Source: an optimization exercise on an open RTL-to-GDS flow (aim: small area, a short achievable clock period and few clock cycles). Production flows keep margins and buffers that such runs may drop.
Function was not checked in any run shown here: the RTL went through the layout flow alone.
Power is estimated from default activity; no workload was simulated.

[flow/constraint.sdc]
create_clock -name core_clock -period 13.0 [get_ports {CLK}]
set_input_delay 2.6000 -clock core_clock [delete_from_list [all_inputs] [get_ports {CLK}]]
set_output_delay 2.6000 -clock core_clock [all_outputs]
set_load 0.01 [all_outputs]
[flow/standard.sh]
#!/bin/bash
# synth_recipe.tcl (not shown) runs the flow's synth.tcl, then flattens the netlist and writes it again
# the make line also repeats each setting of config.mk as NAME=value (left out here)
make -C /OpenROAD-flow-scripts/flow DESIGN_CONFIG=/design/flow/config.mk WORK_HOME=/design/flow/orfs CLKGATE_MAP_FILE= SYNTH_SCRIPT=/design/flow/synth_recipe.tcl "${@:-finish}"
[flow/design.v]
module infix_calc
(
    input  wire       CLK,
    input  wire       RST,
    output reg        BUSY,
    input  wire [7:0] INPUT_SIGN,
    input  wire       SIGN_STB,
    input  wire [7:0] INPUT_NUMBER,
    input  wire       NUMBER_STB,
    output wire [7:0] OUT,
    output reg        OUT_STB
);
wire in_mul = (INPUT_SIGN == "*");
wire in_div = (INPUT_SIGN == "/");
wire in_sub = (INPUT_SIGN == "-");
wire take_num = NUMBER_STB & ~SIGN_STB & ~BUSY;
wire take_op  = SIGN_STB & ~NUMBER_STB & ~BUSY;
wire take_end = SIGN_STB & NUMBER_STB & ~BUSY;
reg       r_num;     
reg       r_lo;      
reg       r_end;     
reg       r_sub;     
reg [7:0] r_val;     
reg       m_mul;     
reg       m_div;     
always @(posedge CLK) begin
    if (RST) begin
        r_num <= 1'b0;
        r_lo  <= 1'b0;
        r_end <= 1'b0;
        m_mul <= 1'b0;
        m_div <= 1'b0;
        BUSY  <= 1'b0;
    end else begin
        r_num <= take_num;
        r_lo  <= take_op & ~in_mul & ~in_div;
        r_end <= take_end;
        if (take_op | take_end) begin
            m_mul <= in_mul & take_op;
            m_div <= in_div & take_op;
        end
        BUSY  <= r_num & m_div & take_op & (in_mul | in_div);
    end
    r_sub <= in_sub;
    if (take_num)
        r_val <= INPUT_NUMBER;
end
reg  [7:0]    term;
reg           a_num;      
reg           a_mul;
reg           a_div;
reg  [7:0]    a_val;      
reg  [K1-1:0] a_rem;      
reg  [K1-1:0] a_q;        
reg           b_div;      
reg  [K2-1:0] b_rem;      
reg  [K2-1:0] b_q;        
localparam K1 = 3;
localparam K2 = 6;
wire [0:0] dv0 = term[7];
wire [1:0] ds0 = {1'b0, dv0} - {1'b0, r_val[0:0]};
wire dq0 = ~ds0[1] & (r_val[7:1] == 7'd0);
wire [0:0] dr0 = dq0 ? ds0[0:0] : dv0;
wire [1:0] dv1 = {dr0, term[6]};
wire [2:0] ds1 = {1'b0, dv1} - {1'b0, r_val[1:0]};
wire dq1 = ~ds1[2] & (r_val[7:2] == 6'd0);
wire [1:0] dr1 = dq1 ? ds1[1:0] : dv1;
wire [2:0] dv2 = {dr1, term[5]};
wire [3:0] ds2 = {1'b0, dv2} - {1'b0, r_val[2:0]};
wire dq2 = ~ds2[3] & (r_val[7:3] == 5'd0);
wire [2:0] dr2 = dq2 ? ds2[2:0] : dv2;
wire [3:0] dv3 = {a_rem, term[4]};
wire [4:0] ds3 = {1'b0, dv3} - {1'b0, a_val[3:0]};
wire dq3 = ~ds3[4] & (a_val[7:4] == 4'd0);
wire [3:0] dr3 = dq3 ? ds3[3:0] : dv3;
wire [4:0] dv4 = {dr3, term[3]};
wire [5:0] ds4 = {1'b0, dv4} - {1'b0, a_val[4:0]};
wire dq4 = ~ds4[5] & (a_val[7:5] == 3'd0);
wire [4:0] dr4 = dq4 ? ds4[4:0] : dv4;
wire [5:0] dv5 = {dr4, term[2]};
wire [6:0] ds5 = {1'b0, dv5} - {1'b0, a_val[5:0]};
wire dq5 = ~ds5[6] & (a_val[7:6] == 2'd0);
wire [5:0] dr5 = dq5 ? ds5[5:0] : dv5;
wire [6:0] dv6 = {b_rem, term[1]};
wire [7:0] ds6 = {1'b0, dv6} - {1'b0, a_val[6:0]};
wire dq6 = ~ds6[7] & (a_val[7:7] == 1'd0);
wire [6:0] dr6 = dq6 ? ds6[6:0] : dv6;
wire [7:0] dv7 = {dr6, term[0]};
wire [8:0] ds7 = {1'b0, dv7} - {1'b0, a_val[7:0]};
wire dq7 = ~ds7[8];
wire [7:0] dr7 = dq7 ? ds7[7:0] : dv7;
wire [K1-1:0] q1 = {dq0, dq1, dq2};
wire [K2-1:0] q2 = {a_q, dq3, dq4, dq5};
wire [7:0]    q3 = {b_q, dq6, dq7};
wire [7:0] prod = term * a_val;
always @(posedge CLK) begin
    if (RST) begin
        a_num <= 1'b0;
        b_div <= 1'b0;
    end else begin
        a_num <= r_num;
        b_div <= a_num & a_div;
    end
    if (r_num) begin
        a_mul <= m_mul;
        a_div <= m_div;
    end
    a_val <= r_val;
    a_rem <= dr2;
    a_q   <= q1;
    b_rem <= dr5;
    b_q   <= q2;
    if (b_div)
        term <= q3;
    else if (a_num & ~a_div)
        term <= a_mul ? prod : a_val;
end
reg [7:0] sum;
reg       first;     
reg       sop_sub;   
reg       lo1, lo2, end1, end2, sub1, sub2;
wire [7:0] base  = first ? 8'd0 : sum;
wire [7:0] total = sop_sub ? (base - term) : (base + term);
always @(posedge CLK) begin
    if (RST) begin
        lo1     <= 1'b0;
        lo2     <= 1'b0;
        end1    <= 1'b0;
        end2    <= 1'b0;
        first   <= 1'b1;
        sop_sub <= 1'b0;
        OUT_STB <= 1'b0;
    end else begin
        lo1     <= r_lo;
        lo2     <= lo1;
        end1    <= r_end;
        end2    <= end1;
        OUT_STB <= end2;
        if (lo2) begin
            first   <= 1'b0;
            sop_sub <= sub2;
        end else if (end2) begin
            first   <= 1'b1;
            sop_sub <= 1'b0;
        end
    end
    sub1 <= r_sub;
    sub2 <= sub1;
    if (lo2 | end2)
        sum <= total;
end
assign OUT = sum;
endmodule
[flow/config.mk]
export PLATFORM = sky130hd
export DESIGN_NAME = infix_calc
export DESIGN_NICKNAME = infix_calc
export VERILOG_FILES = /design/flow/design.v
export SDC_FILE = /design/flow/constraint.sdc
export NUM_CORES = 4
export LEC_CHECK = 0
export CAP_MARGIN = 20
export CORE_MARGIN = 2
export CORE_UTILIZATION = 40
export SLEW_MARGIN = 20
[flow/flow/params.sh]
SETUP_MARGIN=9.3
ABC_PS=4000
[flow/flow/run.sh]
#!/bin/bash
# Standard ORFS layout at the design's clock and constraints, with a larger setup
# target for the timing repair and a faster ABC mapping target.
set -euo pipefail
source flow/params.sh
bash standard.sh SETUP_SLACK_MARGIN=$SETUP_MARGIN ABC_CLOCK_PERIOD_IN_PS=$ABC_PS finish > make.log 2>&1
==> metrics.md, run 1 <==
| Metric | Value |
|---|---|
| Status | finished clean |
| Average size of a mapped cell | between 9 and 10 sq um |
| Port Buf Inserts | 29 |
| First-pass DRT Iterations | 4 |
| Top FF cell, synth | dfxtp_1 |
| Worst Skew | roughly 0.0085 ns |
| GRT Max-Usage Layer | met2 |
| Clock sinks | 70 |
| Slowest-stage cell, CP | edfxtp_1 |
| WP depth | 21 |
| CP max stage delay | 0.40 ns |
| Worst setup EP type | flop |
| DP HPWL | ~7.6 mm |
| Met1 Usage GRT | 0.2269 |
| Crit. Startpoint | term[4]$_DFFE_PP_ |
| Most common cell in the netlist | ha_1 |
| Total gr overflow | 0 |
| Hold-fix buffers, CTS | 0 |
| Worst R2R Start | term[4]$_DFFE_PP_ |
| Yosys warning count | 1 |
| Worst-skew pair later-pin latency | roughly 0.33 ns |
| P per Cell Area | around 110 mW/mm^2 |
| Initial Util | 0.4084 |
| Via density | about 5.0 |
| Bufs on Longest Clock Path | 2 |
| Vias | roughly 3600 |
| CTS tree | built |
| Total Nets Final | 671 |
| Count of cell types in the netlist | 49 |
| Post-Syn Area | ~0.005 sq mm |
| Final setup fails | 0 |
| Crit share post-route | 0.3437 |
| # IOs | 30 |
| CP Data Required Time | about 13 ns |
| Startpoint Class | flop |
| Min Hold Slack | 0.3159 ns |
| Residual DRC | 0 |
| GR Util met3 | 0.02425 |
| Hold path depth | 0 |
| RePlAce Congestion | a little over 0.9 |
| Critical Path Fanout Max | 5 |
| GR Util met2 | 0.2781 |
| Largest net degree at the start of global routing | 18 |
| Syn_nets | 592 |
| Final design area excluding fillers | between 0.006 and 0.007 sq mm |
| # diodes | 0 |
| WL/cell | roughly 15 microns |
| Vias in the first global route | approximately 3600 |
| ANT nets after route | 0 |
| Total CTS buffers | 9 |
| Minimum clock period | approximately 4.5 ns |
| P_leak | between 2 and 3 nW |
| Initial antenna violation count | 0 |
| Worst slew pin tran | 0.5191 ns |
| RSZ-0062 raised after global routing | true |
| Total track usage | 0.1715 |
| Top cell type's share of synthesized area | 0.1795 |
| Row count | 40 |
| MaxCap Viol Count | 0 |
| Seq/Total Area, Yosys | 0.3387 |
| WS Path Type | reg2reg |
| P&R area growth vs syn | 28.87% |
| Syn Inst Count | between 400 and 500 |
| Die Y-Extent | roughly 110 microns |
| Root Driver | clkbuf_16 |
| Hold_sp | a_q[0]$_DFF_P_ |
| Peak supply drop | between 0.00007 and 0.00008 V |
| Die width | approximately 110 microns |
| Final-report hold violation count | 0 |
| Final Slew Violations | 0 |
| Final setup TNS | 0 ns |
| Layout cells sized above 1 | 0.2522 |
| First-pass GRT wire length | roughly 17 mm |
| Final Core Density | 0.5264 |
| Commonest cells post-synth | ha_1, inv_1, nor2_1, dfxtp_1, nand2_1 |
| Register bit count reported by yosys | 70 |
| Die area | approximately 0.013 sq mm |
| Post-synth ARST share | 0 |
| Number of flops mapped to enable cells by yosys | 26 |
| H-tree levels | 3 |
| Worst-path cell chain | inv_2 -> ha_4 -> inv_2 -> fa_2 -> a21o_1 -> a21o_1 -> and2_4 -> mux2_4 -> ha_4 -> o21a_1 -> o21ai_2 -> a211oi_4 -> buf_6 -> mux2_4 -> ha_4 -> a21o_1 -> a21oi_2 -> o21bai_1 -> a32oi_2 -> buf_4 -> mux2_4 |
| Reg2reg path depth | 21 |
| Top cells by area, synth | dfxtp_1, edfxtp_1, ha_1 |
| Buf/Inv on CP | 4 |
| DP Area | between 0.005 and 0.006 sq mm |
| Iter 0 DRT Violations | between 100 and 150 |
| Slew HR | 0.6539 |
| Core area | 0.01201 sq mm |
| Worst-path clk slew | roughly 0.060 ns |
| Top cell type by total area after synthesis | dfxtp_1 |
| Fmax | ~0.22 GHz |
| Delay-heaviest family, CP | compound AO/OA/AOI/OAI gates |
| Final WL | roughly 11 mm |
| Worst Hold Class | reg2reg |
| Crit path DAT | between 4 and 5 ns |
[path summary, 6_finish.rpt]
kind                                         end  slack (ns)
worst max-delay path            b_rem[1]$_DFF_P_        8.53
worst min-delay path              b_q[3]$_DFF_P_        0.32
worst max register to register  b_rem[1]$_DFF_P_        8.53
worst min register to register    b_q[3]$_DFF_P_        0.32
[sequential cells by signal, summed over array words and instances (netlist names), 3 cells and up]
name / flops
a_rem: 3
b_rem: 6
a_q: 3
term: 8
sum: 8
a_val: 8
b_q: 6
r_val: 8
[kinds of logic after synthesis]
logic type                 share of synthesized area
and+or+nand+nor                               0.1331
adders and majority gates                     0.2357
AOI/OAI and AO/OA                             0.1048
DFF                                           0.3387
buffers and inverters                        0.05203
xor gates and xnor gates                     0.07090
muxes                                        0.06478
[report_power, final]
group | switching, mW | internal (mW) | total (mW)
Clock | 0.0921 | 0.149 | 0.241
Combinational | 0.0879 | 0.0995 | 0.187
Sequential | 0.00859 | 0.237 | 0.246
[routing by layer]
layer  vias to the layer above  share of wire  wire, microns
met5                         -              0              0
met4                         0          0.025            267
met3                        19          0.029            309
met2                        59           0.48           5160
met1                      1715           0.47           4996
li1                       1832              -              -
[cells in the final DEF (no fill, tap or decap), types with 8 or more instances in the layout]
master           synthesis  final
a21o_1                  14     14
a21oi_1                 19     13
buf_4                    0     39
clkbuf_16                0      9
clkdlybuf4s50_1          0     18
dfxtp_1                 44     39
dlygate4sd2_1            0     10
edfxtp_1                26     26
fa_1                    19     15
ha_1                    62     54
ha_4                     0      8
inv_1                   56     45
mux2_2                  14     11
mux2i_1                 13     11
nand2_1                 32     31
nor2_1                  48     39
nor2_2                   0      8
nor2b_1                 21     20
o21ai_0                 18     13
xnor2_1                 26     24
[area by class of cell]
type	count	area, sq um
multi-input combinational	357	3272
clock buffer	11	232.7
inverter	57	235.2
sequential	70	1680
clock inverter	5	60.06
timing repair buffer	75	658.1
fill	1082	5689
tap	147	183.9
[stage by stage]
step | power [mW] | worst slack [ns] | instances
2_1_floorplan | 0.3668 | 8.430 | 491
3_3_place_gp | 0.4017 | 8.282 | 661
3_5_place_dp | 0.4043 | 8.153 | 661
4_1_cts | 0.6610 | 8.585 | 705
5_1_grt | 0.7120 | 8.321 | 722
6_report | 0.6739 | 8.532 | 722
[timing repair]
action                                  CTS  global route
gates resized for setup                  37            39
endpoints found under the setup margin   31            16
setup buffers                            28            17
pin swaps                                11            17
==> run 2, diff against run 1 <==
--- a/flow/design.v
+++ b/flow/design.v
@@ -57,5 +57,5 @@
 reg  [K2-1:0] b_q;        
 localparam K1 = 3;
-localparam K2 = 6;
+localparam K2 = 5;
 wire [0:0] dv0 = term[7];
 wire [1:0] ds0 = {1'b0, dv0} - {1'b0, r_val[0:0]};
@@ -78,9 +78,9 @@
 wire dq4 = ~ds4[5] & (a_val[7:5] == 3'd0);
 wire [4:0] dr4 = dq4 ? ds4[4:0] : dv4;
-wire [5:0] dv5 = {dr4, term[2]};
+wire [5:0] dv5 = {b_rem, term[2]};
 wire [6:0] ds5 = {1'b0, dv5} - {1'b0, a_val[5:0]};
 wire dq5 = ~ds5[6] & (a_val[7:6] == 2'd0);
 wire [5:0] dr5 = dq5 ? ds5[5:0] : dv5;
-wire [6:0] dv6 = {b_rem, term[1]};
+wire [6:0] dv6 = {dr5, term[1]};
 wire [7:0] ds6 = {1'b0, dv6} - {1'b0, a_val[6:0]};
 wire dq6 = ~ds6[7] & (a_val[7:7] == 1'd0);
@@ -91,6 +91,6 @@
 wire [7:0] dr7 = dq7 ? ds7[7:0] : dv7;
 wire [K1-1:0] q1 = {dq0, dq1, dq2};
-wire [K2-1:0] q2 = {a_q, dq3, dq4, dq5};
-wire [7:0]    q3 = {b_q, dq6, dq7};
+wire [K2-1:0] q2 = {a_q, dq3, dq4};
+wire [7:0]    q3 = {b_q, dq5, dq6, dq7};
 wire [7:0] prod = term * a_val;
 always @(posedge CLK) begin
@@ -109,5 +109,5 @@
     a_rem <= dr2;
     a_q   <= q1;
-    b_rem <= dr5;
+    b_rem <= dr4;
     b_q   <= q2;
     if (b_div)
==> run 2 against run 1 <==
Net effect:
- flip-flop and latch count decreased by 2
- largest power group is now the clock network
- still clean on timing, DRC and antenna
- global-route usage rose by 0.51 points
- count of clock-buffer cells in the layout decreased by 2
- fmax is 5.8% higher
- die area shrank 2.0%
- clock skew fell by 0.0020 ns
- highest routed layer unchanged
- first-iteration DRC count grew 2.9%
==> metrics.md, run 2 <==
| Metric | Value |
|---|---|
| Iter 0 DRT Violations | 144 (+2.9%) |
| Residual DRC | 0 (unchanged) |
| Final setup TNS | 0 ns (unchanged) |
| H-tree levels | 3 (unchanged) |
| First-pass DRT Iterations | 4 (unchanged) |
| Row count | 40 (unchanged) |
| Status | finished clean |
| Count of cell types in the netlist | 47 (-4.1%) |
| Worst Skew | 0.006500 ns (-0.001991 ns) |
| Top cell type by total area after synthesis | dfxtp_1 |
| Final setup fails | 0 (unchanged) |
| P per Cell Area | 110.9 mW/mm^2 (+4.0%) |
| Worst Hold Class | reg2reg |
| P_leak | 2.691 nW (-2.3%) |
| MaxCap Viol Count | 0 (unchanged) |
| Die area | 0.01290 sq mm (-2.0%) |
| Hold_sp | r_sub$_DFF_P_ |
| CP Data Required Time | 13.08 ns (-0.14 ns) |
| Most common cell in the netlist | ha_1 |
| Initial Util | 0.4051 (-0.003374) |
| Average size of a mapped cell | 9.765 sq um (-2.3%) |
| Syn Inst Count | 492 (+0.20%) |
| Final Slew Violations | 0 (unchanged) |
| Total track usage | 0.1766 (+0.005127) |
| Die Y-Extent | 113.6 microns (-1.0%) |
| Fmax | 0.2369 GHz (+5.8%) |
| Syn_nets | 593 (+0.17%) |
| Vias in the first global route | 3778 (+4.4%) |
| GR Util met3 | 0.03348 (+0.009226) |
| Commonest cells after routing, fill and taps aside | ha_1, inv_1, dfxtp_1, nor2_1, nand2_1 |
| GR Util met2 | 0.2966 (+0.01850) |
| # IOs | 30 (unchanged) |
| Final-report hold violation count | 0 (unchanged) |
| Hold-fix buffers, CTS | 0 (unchanged) |
| Top FF cell, synth | dfxtp_1 |
| RePlAce Congestion | 0.8267 (-8.8%) |
| Die width | 113.6 microns (-1.0%) |
| Minimum clock period | 4.222 ns (-0.2461 ns) |
| Seq/Total Area, Yosys | 0.3375 (-0.001189) |
| Placed cells | 661 (unchanged) |
| Total gr overflow | 0 (unchanged) |
| Worst R2R Start | term[2]$_DFFE_PP_ |
| Met1 Usage GRT | 0.2298 (+0.002968) |
| Total CTS buffers | 9 (unchanged) |
| Crit. Startpoint | term[2]$_DFFE_PP_ |
| Via density | 5.083 (+1.2%) |
| RSZ-0062 raised after global routing | true |
| Commonest cells post-synth | ha_1, inv_1, nor2_1, dfxtp_1, nand2_1 |
| First-pass GRT wire length | 18.02 mm (+3.0%) |
| WS Path Type | reg2reg |
| Commonest non-fill, non-tap cell in the layout | ha_1 |
| Worst-skew pair later-pin latency | 0.33 ns (about the same) |
| Crit share post-route | 0.3248 (-0.01893) |
| Number of flops mapped to enable cells by yosys | 26 (unchanged) |
| P&R area growth vs syn | 29.19% |
| Crit path DAT | 4.30 ns (-0.39 ns) |
| Register bit count reported by yosys | 68 (-2.9%) |
| Top cells by area, synth | dfxtp_1, edfxtp_1, ha_1 |
| Final std cells w/o fill | 715 (-0.97%) |
| Layout cells sized above 1 | 0.2430 (-0.009216) |
| Peak supply drop | 0.00005705 V (-23%) |
| Worst setup EP type | flop |
| Final WL | 10.87 mm (+1.3%) |
| Clock sinks | 68 (-2.9%) |
| Top cell type's share of synthesized area | 0.1750 (-0.004546) |
| Worst-path clk slew | 0.06 ns (about the same) |
| GRT Max-Usage Layer | met2 |
| Slew HR | 0.6063 (-0.04759) |
| Post-Syn Area | 0.004805 sq mm (-2.1%) |
| Yosys warning count | 1 (unchanged) |
| Critical Path Fanout Max | 8 (+3) |
| CTS tree | built |
| Root Driver | clkbuf_16 |
| Core area | 0.01186 sq mm (-1.2%) |
| Port Buf Inserts | 29 (unchanged) |
| Vias | 3634 (+0.25%) |
| Post-synth ARST share | 0 (unchanged) |
| Total Nets Final | 664 (-1.0%) |
| ANT nets after route | 0 (unchanged) |
| WL/cell | 15.21 microns (+2.3%) |
| # diodes | 0 (unchanged) |
| Fill cells | 1021 (-5.6%) |
| Initial antenna violation count | 0 (unchanged) |
| DP HPWL | 7.797 mm (+2.0%) |
| Largest net degree at the start of global routing | 19 (+1) |
| Bufs on Longest Clock Path | 2 (unchanged) |
| Final total power | 688.3 uW (+2.1%) |
| Startpoint Class | flop |
| Worst slew pin tran | 0.5897 ns (+0.07058 ns) |
[run 2: changes by cell type after synthesis, sizes merged, moves of 3 or more]
cell / delta
nor2: -4
a21oi: +9
inv: +3
o21a: +3
o21ai: +5
a21o: -4
nand2: +4
[run 2: final timing paths]
kind	depth (start not counted)	slack, ns	endpoint
setup / recovery	20	8.78	term[0]$_DFFE_PP_
hold / removal	0	0.33	sub1$_DFF_P_
setup reg to reg	20	8.78	term[0]$_DFFE_PP_
hold reg to reg	0	0.33	sub1$_DFF_P_
[run 2: worst max-delay path, stage by stage (launching register included)]
cell and delay [ns]:
edfxtp_1 0.43, inv_4 0.09, ha_4 0.13, inv_2 0.03
fa_2 0.33, a21o_1 0.17, a21oi_2 0.14, nand2b_4 0.15
a21oi_4 0.08, mux2_2 0.32, ha_1 0.21, or4_4 0.55
o21ai_4 0.29, nand2_1 0.09, o21ai_1 0.08, ha_1 0.24
a21o_1 0.15, a21o_1 0.14, a21o_1 0.16, a21oi_2 0.12
o21ai_1 0.07
[run 2: report_power, final]
| part | switching, mW | total [mW] | leakage [nW] | internal, mW |
|---|---|---|---|---|
| Combinational | 0.0910 | 0.187 | 1.95 | 0.0964 |
| Clock | 0.0948 | 0.263 | 0.156 | 0.169 |
| Sequential | 0.00796 | 0.237 | 0.588 | 0.230 |
| Total | 0.194 | 0.688 | 2.69 | 0.495 |
[run 2: area by class of cell]
cell class                 instances  area (sq um)  area share
timing repair buffer              67         599.3     0.09655
tap                              147         183.9     0.02963
multi-input combinational        358          3227      0.5199
sequential                        68          1635      0.2635
clock buffer                       9         225.2     0.03628
inverter                          59         237.7     0.03830
clock inverter                     7         98.84     0.01592
[run 2: timing repair]
action / in CTS / in global routing
cloned: 0 / 0
gates resized for setup: 47 / 32
pin swaps: 22 / 21
buffers inserted: 28 / 10
endpoints found under the setup margin: 29 / 22
[run 2: stage by stage]
| step | setup WS [ns] | util | hold slack, ns | instance area, sq um |
|---|---|---|---|---|
| floorplan | 8.724 | - | 0.3096 | 4868 |
| global placement | 8.373 | 0.4475 | 0.3133 | 5308 |
| detailed placement | 8.277 | 0.4475 | 0.3121 | 5308 |
| CTS | 8.717 | 0.5052 | 0.3263 | 5992 |
| global route | 8.537 | 0.5233 | 0.3285 | 6207 |
| finish | 8.778 | 0.5233 | 0.3255 | 6207 |
[run 2: routing by layer]
layer / part of all wire / vias up
met3: 0.037 / 17
met4: 0.015 / 0
li1: - / 1817
met5: 0 / -
met2: 0.48 / 61
met1: 0.47 / 1739
[run 2: kinds of logic after synthesis]
kind of cell / count (synthesis) / share of synthesized area
adders and majority gates: 81 / 0.2406
muxes: 26 / 0.05781
buffers and inverters: 66 / 0.05208
AOI/OAI and AO/OA: 86 / 0.1096
and+or+nand+nor: 131 / 0.1302
xor gates and xnor gates: 34 / 0.07213
DFF: 68 / 0.3375
==> run 3, diff against run 2 <==
==> flow/flow/run.sh (replaced) <==
#!/bin/bash
# Standard ORFS layout at the design's clock and constraints, with a larger setup
# target for the timing repair (see params.sh).
set -euo pipefail
source flow/params.sh
bash standard.sh SETUP_SLACK_MARGIN=$SETUP_MARGIN $EXTRA finish > make.log 2>&1
==> flow/flow/params.sh (replaced) <==
SETUP_MARGIN=9.3
EXTRA="ABC_AREA=1"
==> run 3 against run 2 <==
Net effect:
- clock skew is 0.00089 ns lower
- count of clock-buffer cells in the layout is 1 higher
- utilization is 1.5 points lower
- area after synthesis is 6.6% higher
- die area is 6.4% higher
- fmax is 8.1% higher
- sequential share of layout area is 0.76 points lower
- sequential power hardly changed
- synthesized cell count is 33% higher
- register-to-register slack better by 0.32 ns
- non-clock buffer count is 11 lower
- final cell count is 24% higher
- largest cell class unchanged
==> metrics.md, run 3 <==
| Metric | Value |
|---|---|
| WS Path Type | reg2reg |
| Syn_nets | 754 (+27%) |
| Total CTS buffers | 9 (unchanged) |
| Syn Inst Count | 653 (+33%) |
| Worst R2R Start | a_val[3]$_DFF_P_ |
| Total gr overflow | 0 (unchanged) |
| Fill cells | 1197 (+17%) |
| WL/cell | 13.13 microns (-14%) |
| Vias | 4290 (+18%) |
| Via density | 4.837 (-4.8%) |
| RSZ-0062 raised after global routing | true |
| Post-synth ARST share | 0 (unchanged) |
| Register bit count reported by yosys | 68 (unchanged) |
| Largest net degree at the start of global routing | 15 (-4) |
| Vias in the first global route | 4072 (+7.8%) |
| Port Buf Inserts | 29 (unchanged) |
| Average size of a mapped cell | 7.843 sq um (-20%) |
| Final total power | 666.9 uW (-3.1%) |
| Core area | 0.01257 sq mm (+6.0%) |
| Worst setup EP type | flop |
| P per Cell Area | 104.4 mW/mm^2 (-5.8%) |
| H-tree levels | 3 (unchanged) |
| Die width | 117.2 microns (+3.1%) |
| Initial antenna violation count | 0 (unchanged) |
| Commonest cells post-synth | nand2_1, inv_1, ha_1, dfxtp_1, a21oi_1 |
| Minimum clock period | 3.906 ns (-0.3159 ns) |
| Worst Skew | 0.005612 ns (-0.0008877 ns) |
| Total track usage | 0.1733 (-0.003320) |
| MaxCap Viol Count | 0 (unchanged) |
| Clock sinks | 68 (unchanged) |
| Number of flops mapped to enable cells by yosys | 26 (unchanged) |
| Worst-path clk slew | 0.05 ns (about the same) |
| Slew HR | 0.6311 (+0.02475) |
| Hold path depth | 0 (unchanged) |
| Worst-skew pair later-pin latency | 0.33 ns (about the same) |
| Commonest cells after routing, fill and taps aside | nand2_1, inv_1, ha_1 |
| First-pass GRT wire length | 18.71 mm (+3.8%) |
| Final setup margin | 9.094 ns (+0.3159 ns) |
| Hold_sp | a_q[0]$_DFF_P_ |
| Startpoint Class | flop |
| Die Y-Extent | 117.2 microns (+3.1%) |
| Yosys warning count | 1 (unchanged) |
| Crit path DAT | 3.97 ns (-0.33 ns) |
| Final setup TNS | 0 ns (unchanged) |
| Reg2reg path depth | 21 (+5.0%) |
| Status | finished clean |
| R2R setup slack | 9.09 ns (+0.32 ns) |
| Row count | 41 (+2.5%) |
| CP Data Required Time | 13.06 ns (-0.02 ns) |
| RePlAce Congestion | 0.8335 (+0.82%) |
| R2r endpoint | term[0]$_DFFE_PP_ |
| Die area | 0.01372 sq mm (+6.4%) |
| Count of cell types in the netlist | 35 (-26%) |
| # IOs | 30 (unchanged) |
| Seq/Total Area, Yosys | 0.3166 (-0.02086) |
| Residual DRC | 0 (unchanged) |
| Crit share post-route | 0.3004 (-0.02430) |
| Commonest non-fill, non-tap cell in the layout | nand2_1 |
| P_leak | 3.173 nW (+18%) |
| Fmax | 0.2560 GHz (+8.1%) |
| Final Slew Violations | 0 (unchanged) |
| Worst Hold Class | reg2reg |
| Min-Delay Endpoint | b_q[2]$_DFF_P_ |
| Iter 0 DRT Violations | 173 (+20%) |
| Layout cells sized above 1 | 0.1888 (-0.05415) |
| Root Driver | clkbuf_16 |
| Worst slew pin tran | 0.5504 ns (-0.03931 ns) |
| Final WL | 11.64 mm (+7.1%) |
| CTS tree | built |
| Top FF cell, synth | dfxtp_1 |
| Most common cell in the netlist | nand2_1 |
| Peak supply drop | 0.00006009 V (+5.3%) |
| Top cell type's share of synthesized area | 0.1642 (-0.01082) |
| DP HPWL | 8.657 mm (+11%) |
| Final-report hold violation count | 0 (unchanged) |
| ANT nets after route | 0 (unchanged) |
| First-pass DRT Iterations | 4 (unchanged) |
| # diodes | 0 (unchanged) |
| Hold-fix buffers, CTS | 0 (unchanged) |
| Final Core Density | 0.5081 (-0.01520) |
| Bufs on Longest Clock Path | 2 (unchanged) |
| P&R area growth vs syn | 24.70% |
| Pre-CTS WS | 8.699 ns (+0.4213 ns) |
| Top cell type by total area after synthesis | dfxtp_1 |
| Critical Path Fanout Max | 8 (unchanged) |
| Initial Util | 0.4075 (+0.002403) |
| Final setup fails | 0 (unchanged) |
| Post-Syn Area | 0.005121 sq mm (+6.6%) |
| Total Nets Final | 811 (+22%) |
| Top cells by area, synth | dfxtp_1, edfxtp_1, ha_1 |
run 3: worst max-delay path by stage:
stage                                 start                  to  slack, ns  depth (start not counted)
after global routing      term[2]$_DFFE_PP_   term[0]$_DFFE_PP_       8.84                         25
after detailed placement   a_val[3]$_DFF_P_   term[0]$_DFFE_PP_       8.70                         22
after CTS                 term[2]$_DFFE_PP_   term[0]$_DFFE_PP_       9.09                         22
final                      a_val[3]$_DFF_P_   term[0]$_DFFE_PP_       9.09                         21
after floorplan           term[2]$_DFFE_PP_   term[0]$_DFFE_PP_       9.29                         27
after global placement           NUMBER_STB  r_val[5]$_DFFE_PP_       8.76                          3
run 3: layout make-up:
class,count,area [sq um],area share
clock inverters,6,38.79,0.006074
multi-input cells,443,3254,0.5096
repair buffers,56,491.7,0.07700
clock buffers,10,239.0,0.03742
inverters,132,513.0,0.08033
well taps,172,215.2,0.03370
flip-flops and latches,68,1634,0.2559
run 3: critical path: stages, from the launching register on:
cell	delay, ns
dfxtp_2	0.45
clkinvlp_4	0.21
ha_4	0.34
a21oi_2	0.06
or2_1	0.22
nand3_2	0.11
nand2_4	0.10
nand2_1	0.10
o21ai_2	0.08
ha_1	0.34
inv_1	0.12
o311ai_4	0.38
buf_4	0.19
nand2_4	0.08
nand2_2	0.08
o21ai_2	0.05
ha_1	0.27
nand2_1	0.07
o21ai_1	0.06
nor3b_2	0.15
o21ai_1	0.11
o21ai_1	0.07
run 3: stage by stage:
stage	cells	hold WS [ns]	cell area, sq um
final	887	0.3269	6386
after global placement	843	0.3116	5652
after CTS	873	0.3284	6107
after detailed placement	843	0.3121	5652
after floorplan	653	0.3096	5221
after global routing	887	0.3294	6386
run 3: kinds of logic after synthesis:
logic type	after synthesis	share of synthesized area
DFF	68	0.3166
AOI/OAI and AO/OA	90	0.1033
buffers and inverters	144	0.1107
adders and majority gates	81	0.2257
xor gates and xnor gates	28	0.04789
and+or+nand+nor	242	0.1957
run 3: timing repair:
item	4_1_cts	5_1_grt
endpoints found under the setup margin	21	6
resized for setup	33	44
buffers inserted	13	13
pin swaps	15	32
gates cloned	1	1
run 3: power by group:
part / total [mW] / switching (mW) / internal, mW
sequential: 0.240 / 0.0102 / 0.229
combinational: 0.205 / 0.112 / 0.0930
clock: 0.222 / 0.0887 / 0.134
run 3: per-layer routing:
metal  vias to the layer above  routed length [microns]  global-route usage
met5                         -                        0                   0
met4                         0                      214             0.04314
met2                        75                     5697              0.3042
met3                        20                      391             0.02523
li1                       2188                        -                   -
met1                      2007                     5338              0.2245
==> run 4, diff against run 3 <==
--- a/flow/design.v
+++ b/flow/design.v
@@ -56,6 +56,6 @@
 reg  [K2-1:0] b_rem;      
 reg  [K2-1:0] b_q;        
-localparam K1 = 3;
-localparam K2 = 5;
+localparam K1 = 4;
+localparam K2 = 6;
 wire [0:0] dv0 = term[7];
 wire [1:0] ds0 = {1'b0, dv0} - {1'b0, r_val[0:0]};
@@ -70,17 +70,17 @@
 wire dq2 = ~ds2[3] & (r_val[7:3] == 5'd0);
 wire [2:0] dr2 = dq2 ? ds2[2:0] : dv2;
-wire [3:0] dv3 = {a_rem, term[4]};
-wire [4:0] ds3 = {1'b0, dv3} - {1'b0, a_val[3:0]};
-wire dq3 = ~ds3[4] & (a_val[7:4] == 4'd0);
+wire [3:0] dv3 = {dr2, term[4]};
+wire [4:0] ds3 = {1'b0, dv3} - {1'b0, r_val[3:0]};
+wire dq3 = ~ds3[4] & (r_val[7:4] == 4'd0);
 wire [3:0] dr3 = dq3 ? ds3[3:0] : dv3;
-wire [4:0] dv4 = {dr3, term[3]};
+wire [4:0] dv4 = {a_rem, term[3]};
 wire [5:0] ds4 = {1'b0, dv4} - {1'b0, a_val[4:0]};
 wire dq4 = ~ds4[5] & (a_val[7:5] == 3'd0);
 wire [4:0] dr4 = dq4 ? ds4[4:0] : dv4;
-wire [5:0] dv5 = {b_rem, term[2]};
+wire [5:0] dv5 = {dr4, term[2]};
 wire [6:0] ds5 = {1'b0, dv5} - {1'b0, a_val[5:0]};
 wire dq5 = ~ds5[6] & (a_val[7:6] == 2'd0);
 wire [5:0] dr5 = dq5 ? ds5[5:0] : dv5;
-wire [6:0] dv6 = {dr5, term[1]};
+wire [6:0] dv6 = {b_rem, term[1]};
 wire [7:0] ds6 = {1'b0, dv6} - {1'b0, a_val[6:0]};
 wire dq6 = ~ds6[7] & (a_val[7:7] == 1'd0);
@@ -90,7 +90,7 @@
 wire dq7 = ~ds7[8];
 wire [7:0] dr7 = dq7 ? ds7[7:0] : dv7;
-wire [K1-1:0] q1 = {dq0, dq1, dq2};
-wire [K2-1:0] q2 = {a_q, dq3, dq4};
-wire [7:0]    q3 = {b_q, dq5, dq6, dq7};
+wire [K1-1:0] q1 = {dq0, dq1, dq2, dq3};
+wire [K2-1:0] q2 = {a_q, dq4, dq5};
+wire [7:0]    q3 = {b_q, dq6, dq7};
 wire [7:0] prod = term * a_val;
 always @(posedge CLK) begin
@@ -107,7 +107,7 @@
     end
     a_val <= r_val;
-    a_rem <= dr2;
+    a_rem <= dr3;
     a_q   <= q1;
-    b_rem <= dr4;
+    b_rem <= dr5;
     b_q   <= q2;
     if (b_div)
==> flow/flow/params.sh (replaced) <==
SETUP_MARGIN=9.3
EXTRA=""
==> run 4 against run 3 <==
Net effect:
- largest cell class unchanged
- area after synthesis fell by 4.9%
- fmax fell by 13%
- non-clock buffer count rose by 21
- clock skew rose by 0.0044 ns
- largest power group is now the clock network
- critical path type unchanged
- count of clock-buffer cells in the layout fell by 1
==> metrics.md, run 4 <==
| Metric | Value |
|---|---|
| Pre-CTS WS | 8.202 ns (-0.4965 ns) |
| Most common cell in the netlist | ha_1 |
| Worst Skew | 0.01002 ns (+0.004412 ns) |
| Largest net degree at the start of global routing | 18 (+3) |
| Compound-Gate Fraction of Synth Area | 0.1028 (-0.0005723) |
| Die area | 0.01307 sq mm (-4.7%) |
| RePlAce Congestion | 0.8164 (-2.1%) |
| Final-report hold violation count | 0 (unchanged) |
| Count of cell types in the netlist | 46 (+31%) |
| Final setup TNS | 0 ns (unchanged) |
| Yosys warning count | 1 (unchanged) |
| Peak supply drop | 0.00008396 V (+40%) |
| Largest family of logic cells by synthesized area | adder cells |
| Top cells by area, synth | dfxtp_1, edfxtp_1, ha_1 |
| Via density | 5.151 (+6.5%) |
| Register bit count reported by yosys | 72 (+5.9%) |
| P&R area growth vs syn | 31.42% |
| Top cell type's share of synthesized area | 0.1891 (+0.02492) |
| Worst setup EP type | flop |
| Layout cells sized above 1 | 0.2778 (+0.08897) |
| First-pass DRT Iterations | 4 (unchanged) |
| Port Buf Inserts | 29 (unchanged) |
| Fmax | 0.2219 GHz (-13%) |
| Die width | 114.3 microns (-2.4%) |
| Initial Util | 0.4071 (about the same) |
| Worst Hold Class | reg2reg |
| Crit share post-route | 0.3466 (+0.04613) |
| Placed cells | 660 (-22%) |
| Bufs on Longest Clock Path | 2 (unchanged) |
| # IOs | 30 (unchanged) |
| Top cell type by total area after synthesis | dfxtp_1 |
| Final WL | 11.03 mm (-5.2%) |
| Worst-skew pair later-pin latency | 0.34 ns (about the same) |
| Minimum clock period | 4.506 ns (+0.5998 ns) |
| Crit path DAT | 4.72 ns (+0.75 ns) |
| Average size of a mapped cell | 9.958 sq um (+27%) |
| Top FF cell, synth | dfxtp_1 |
| Slew HR | 0.6637 (+0.03257) |
| Vias | 3724 (-13%) |
| Commonest cells after routing, fill and taps aside | ha_1, inv_1, buf_4 |
| Post-synth ARST share | 0 (unchanged) |
| Final setup margin | 8.494 ns (-0.5998 ns) |
| Clock sinks | 72 (+5.9%) |
| Commonest cells post-synth | ha_1, inv_1, nor2_1, dfxtp_1, nand2_1 |
| ANT nets after route | 0 (unchanged) |
| P per Cell Area | 110.2 mW/mm^2 (+5.5%) |
| Fill cells | 1040 (-13%) |
| Total CTS buffers | 9 (unchanged) |
| DP Area | 0.005396 sq mm (-4.5%) |
| Post-synthesis mux area share | 0.05781 (+0.05781) |
| Total track usage | 0.1763 (+0.003021) |
| Number of flops mapped to enable cells by yosys | 26 (unchanged) |
| Final total power | 705.2 uW (+5.7%) |
| Final std cells w/o fill | 723 (-18%) |
| Vias in the first global route | 3708 (-8.9%) |
| Final design area excluding fillers | 0.006400 sq mm (+0.22%) |
| P_leak | 2.761 nW (-13%) |
| Worst slew pin tran | 0.5038 ns (-0.04654 ns) |
| Post-Syn Area | 0.004870 sq mm (-4.9%) |
| Xor/xnor share of the synthesized area | 0.07143 (+0.02354) |
| First-pass GRT wire length | 17.93 mm (-4.2%) |
| Initial antenna violation count | 0 (unchanged) |
| MaxCap Viol Count | 0 (unchanged) |
| DP HPWL | 7.743 mm (-11%) |
| # diodes | 0 (unchanged) |
| Startpoint Class | flop |
| RSZ-0062 raised after global routing | true |
| Total gr overflow | 0 (unchanged) |
| Syn_nets | 589 (-22%) |
| Critical Path Fanout Max | 5 (-3) |
| CP Data Required Time | 13.22 ns (+0.16 ns) |
| WS Path Type | reg2reg |
| Status | finished clean |
| Root Driver | clkbuf_16 |
| Row count | 40 (-2.4%) |
| Synth Area in Simple Gates | 0.1351 (-0.06055) |
| WL/cell | 15.26 microns (+16%) |
| Total Nets Final | 671 (-17%) |
| Min Hold Slack | 0.3242 ns (-0.002720 ns) |
| Syn Inst Count | 489 (-25%) |
| Die Y-Extent | 114.3 microns (-2.4%) |
| Final Core Density | 0.5350 (+0.02693) |
| Iter 0 DRT Violations | 162 (-6.4%) |
| H-tree levels | 3 (unchanged) |
| CTS tree | built |
| Final setup fails | 0 (unchanged) |
| Post-Synth Adder-Cell Area | 0.2348 (+0.009089) |
| Worst-path clk slew | 0.06 ns (about the same) |
| Residual DRC | 0 (unchanged) |
| Final Slew Violations | 0 (unchanged) |
| Commonest non-fill, non-tap cell in the layout | ha_1 |
| Core area | 0.01196 sq mm (-4.8%) |
| Seq/Total Area, Yosys | 0.3494 (+0.03280) |
[run 4: cell types whose count changed after synthesis, sizes merged, moves of 9 or more]
cell	previous run	this run
xnor2	9	25
xor2	19	7
a21o	1	12
nand3	28	0
nand2	161	32
nor2b	0	21
mux2	0	17
a21oi	37	18
inv	130	55
nor2	34	50
mux2i	0	9
o21ai	43	21
buf	10	0
[run 4: kinds of logic after synthesis]
logic type | Yosys count
buffers and inverters | 63
flip-flops | 72
multiplexers | 26
AND/OR/NAND/NOR | 135
adder cells (fa/ha/maj) | 80
AO/OA/AOI/OAI | 78
XOR/XNOR | 35
[run 4: final timing paths]
check	endpoint	startpoint	slack, ns	cells past startpoint
worst max-delay path	a_rem[3]$_DFF_P_	r_val[4]$_DFFE_PP_	8.49	19
worst max register to register	a_rem[3]$_DFF_P_	r_val[4]$_DFFE_PP_	8.49	19
worst min-delay path	b_q[5]$_DFF_P_	a_q[3]$_DFF_P_	0.32	0
worst min register to register	b_q[5]$_DFF_P_	a_q[3]$_DFF_P_	0.32	0
[run 4: repair_timing]
action / CTS / global route
endpoints found under the setup margin: 34 / 16
resized for setup: 45 / 50
buffers inserted: 33 / 14
pin swaps: 15 / 33
hold buffers: 0 / 0
hold endpoints to repair: 0 / 0
[run 4: final cells by class]
class	count	area, sq um	share of cell area
Multi-Input combinational cell	354	3286	0.5134
Tap cell	147	183.9	0.02874
Inverter	57	234.0	0.03656
Clock buffer	9	225.2	0.03519
Timing Repair Buffer	77	656.9	0.1026
Sequential cell	72	1712	0.2674
Clock inverter	7	102.6	0.01603
[run 4: layer usage]
layer | share of wire | global-route usage | wire [microns] | vias to the layer above
li1 | - | - | - | 1834
met1 | 0.45 | 0.2193 | 4958 | 1815
met2 | 0.50 | 0.3024 | 5550 | 62
met3 | 0.032 | 0.03759 | 353 | 13
met4 | 0.015 | 0.06341 | 171 | 0
met5 | 0 | 0 | 0 | -
[run 4: power breakdown]
group          internal (mW)  switching, mW
clock                  0.170         0.0978
combinational         0.0973         0.0871
sequential             0.243        0.00948
[run 4: worst max-delay path, stage by stage, from the launching register on]
cell and delay [ns]:
edfxtp_1 0.38, or4_4 0.54, or3_4 0.36, nor3_4 0.15, o21ai_2 0.08, fa_2 0.39, nor4_4 0.22, nor2_1 0.09
a21oi_2 0.14, ha_1 0.24, nor2b_1 0.12, o21ai_1 0.14, a211oi_2 0.08, buf_4 0.16, mux2_4 0.32, ha_4 0.28
a21o_1 0.12, a21oi_2 0.07, nor2_4 0.14, mux2_2 0.35

afterwards: timing with drivers on the ports:
The flow's constraints put no driver on any port. The routed layouts listed below were extracted and timed again, unchanged, in two steps. Step 1 assumes that a clkbuf_16 drives the clock port and a buf_2 every other input. Step 2 moves the port delays by t, midway between the first and last clock arrival at a register: inputs arrive t later, outputs are due t later. That takes back most of the time a late clock gives input paths. Three values: no drivers, after step 1, after step 2; two values: the first two.
run	shift t [ns]	setup WS [ns]	worst register clock-pin slew, ns
run 1	0.366	8.532 / 8.532 / 8.532	0.06 / 0.06
run 2	0.365	8.778 / 8.778 / 8.778	0.06 / 0.06
run 3	0.356	9.094 / 9.094 / 9.028	0.06 / 0.06
run 4	0.368	8.494 / 8.494 / 8.494	0.07 / 0.07
After both steps every run listed still meets setup and hold. The setup slack of run 3, which loses most, moves by 0.000 ns with the drivers and by -0.066 ns with both steps.
